Background: an optimization exercise with open tools, aiming at small area and a short achievable clock period. Do not read the settings as production practice.
The RTL was checked by simulation tests, not by an equivalence proof against the original design.

==> inputs of branch juniper <==
## cordic_top
module cordic_top (
    input  wire        clk,
    input  wire [31:0] x_start,
    input  wire [31:0] y_start,
    input  wire [31:0] angle,
    output wire [31:0] sine,
    output wire [31:0] cosine
);
Settings: LEC_CHECK=0, ABC_AREA=1, CAP_MARGIN=20, CORE_MARGIN=2, CORE_UTILIZATION=50, PLACE_DENSITY=0.7, SLEW_MARGIN=20; clock period 200.0 ns.
run.sh (not shown) runs the stock make flow with config.mk's settings and CLKGATE_MAP_FILE= SYNTH_SCRIPT=/design/flow/synth_recipe.tcl, a recipe that flattens the netlist after the stock synthesis.
==> inputs of branch yarrow, as changes to branch juniper <==
--- a/flow/config.mk
+++ b/flow/config.mk
@@ -9,5 +9,5 @@
 export CAP_MARGIN = 20
 export CORE_MARGIN = 2
-export CORE_UTILIZATION = 50
-export PLACE_DENSITY = 0.7
+export CORE_UTILIZATION = 55
+export PLACE_DENSITY = 0.8
 export SLEW_MARGIN = 20
==> comparison table <==
| quantity | branch yarrow | branch juniper |
|---|---|---|
| Area of the placeable core | 159000 um^2 | 174000 um^2 |
| Nets | 14641 | 14647 |
| Die outline width | 404 um | 423 um |
| Final WS setup | 131.41 ns | 130.48 ns |
| Worst Hold Slack | 0.441 ns | 0.343 ns |
| Pre-CTS setup slack | 132.31 ns | 131.15 ns |
| Drt first-iter violations | 3799 | 3538 |
| Share of the clock period used by the worst path after layout | 34.3% | 34.8% |
| Outcome | timing/DRC/antenna clean | timing/DRC/antenna clean |
| Count of buffer and inverter cells on the critical path | 15 | 18 |
| Routability Congestion | 0.957 | 0.926 |
| Number of placement rows | 146 | 153 |
| Setup slack on the worst flop-to-flop path | 133.86 ns | 132.29 ns |
| Cell count of the worst reg-to-reg path | 338 | 337 |
| Full die area | 163000 um^2 | 179000 um^2 |
| Utilization of the core after routing | 58.3% | 53.3% |

* * *

==> job 2853 <==
cordic_top, a different RTL version from the one above (not shown whole).
Settings: LEC_CHECK=0, ABC_AREA=1, CAP_MARGIN=20, CORE_MARGIN=2, CORE_UTILIZATION=40, SLEW_MARGIN=20; clock period 200.0 ns.
==> job 7126: changes against job 2853 <==
--- a/flow/design.v
+++ b/flow/design.v
@@ -559,18 +559,22 @@
     wire [10:0] rx32_b = ry32_ty ^ {11{d2[31]}};
     wire [10:0] ry32_b = rx32_tx ^ {11{~d2[31]}};
     wire [10:0] rx32;
     add11_sk rx32_add (.a(rx31), .b(rx32_b), .ci(d2[31]), .s(rx32));
     wire [10:0] ry32;
     add11_sk ry32_add (.a(ry31), .b(ry32_b), .ci(~d2[31]), .s(ry32));
-    wire [22:0] cos_v_hi = xt_u + {{21{rx32[10]}}, rx32[10:9]};
-    wire [31:0] cos_v_v = {cos_v_hi, rx32[8:0]};
-    wire [31:0] cos_v = (cos_v_v ^ {32{cn_r2}}) + {31'd0, cn_r2};
-    wire [22:0] sin_v_hi = yt_u + {{21{ry32[10]}}, ry32[10:9]};
-    wire [31:0] sin_v_v = {sin_v_hi, ry32[8:0]};
-    wire [31:0] sin_v = (sin_v_v ^ {32{sn_r2}}) + {31'd0, sn_r2};
+    wire cos_v_z = ~|rx32[8:0];
+    wire [2:0] cos_v_e = {rx32[10], rx32[10:9]} - {2'b00, cn_r2 & cos_v_z};
+    wire [22:0] cos_v_hi = (xt_u + {{20{cos_v_e[2]}}, cos_v_e}) ^ {23{cn_r2}};
+    wire [8:0] cos_v_lo = (rx32[8:0] ^ {9{cn_r2}}) + {8'd0, cn_r2};
+    wire [31:0] cos_v = {cos_v_hi, cos_v_lo};
+    wire sin_v_z = ~|ry32[8:0];
+    wire [2:0] sin_v_e = {ry32[10], ry32[10:9]} - {2'b00, sn_r2 & sin_v_z};
+    wire [22:0] sin_v_hi = (yt_u + {{20{sin_v_e[2]}}, sin_v_e}) ^ {23{sn_r2}};
+    wire [8:0] sin_v_lo = (ry32[8:0] ^ {9{sn_r2}}) + {8'd0, sn_r2};
+    wire [31:0] sin_v = {sin_v_hi, sin_v_lo};
     assign cosine = cos_v;
     assign sine   = sin_v;
 endmodule
 module add32_sk (
     input  wire [31:0] a,
     input  wire [31:0] b,
==> comparison <==
- Job 7126 completed without violations. Job 2853 finished with timing, DRC and antenna clean.
- Between job 7126 and job 2853, the lower final cell count is in job 7126 (gap 2.5%, measured against job 2853).
- Between job 7126 and job 2853, the lower via count is in job 7126 (gap about 3.5%, measured against job 2853).
- Sequential cell count is the same in job 7126 and job 2853.
- Utilization: job 7126 is lower than job 2853 (0.19 points).
- Synthesized area: job 2853 is larger than job 7126 (2.2%).
- Register-to-register slack: job 7126 is higher than job 2853 (0.20 ns).
- Of job 7126 and job 2853, job 7126 has the higher maximum frequency (gap about 0.47%, measured against job 2853).
- Sequential share of layout area: job 7126 is higher than job 2853 (0.075 points).

separate check: timing with driven ports:
Ports are ideal in the flow. The routed layouts listed here were re-timed in OpenROAD. Step 1 sets driving cells, clkbuf_16 on the clock port and buf_2 on the other inputs (assumed; they add their load-dependent delay and slew). Step 2 adds t to the input delays and takes it off the output delays; t is the mean of the earliest and latest rising clock arrival at the registers after step 1. Input paths then give back, and output paths get back, about the clock's delay inside the block. Slacks: no drivers / after step 1 / after step 2; pairs: no drivers / after step 1.
run	shift t [ns]	slack for setup (ns)	slew at the worst register clock pin (ns)
branch juniper	0.626	130.482 / 130.403 / 131.029	0.11 / 0.11
branch yarrow	0.608	131.410 / 131.335 / 131.943	0.09 / 0.09
job 2853	0.610	130.975 / 130.886 / 131.496	0.11 / 0.11
job 7126	0.607	131.295 / 131.217 / 131.824	0.10 / 0.10
After both steps every run listed still meets setup and hold.
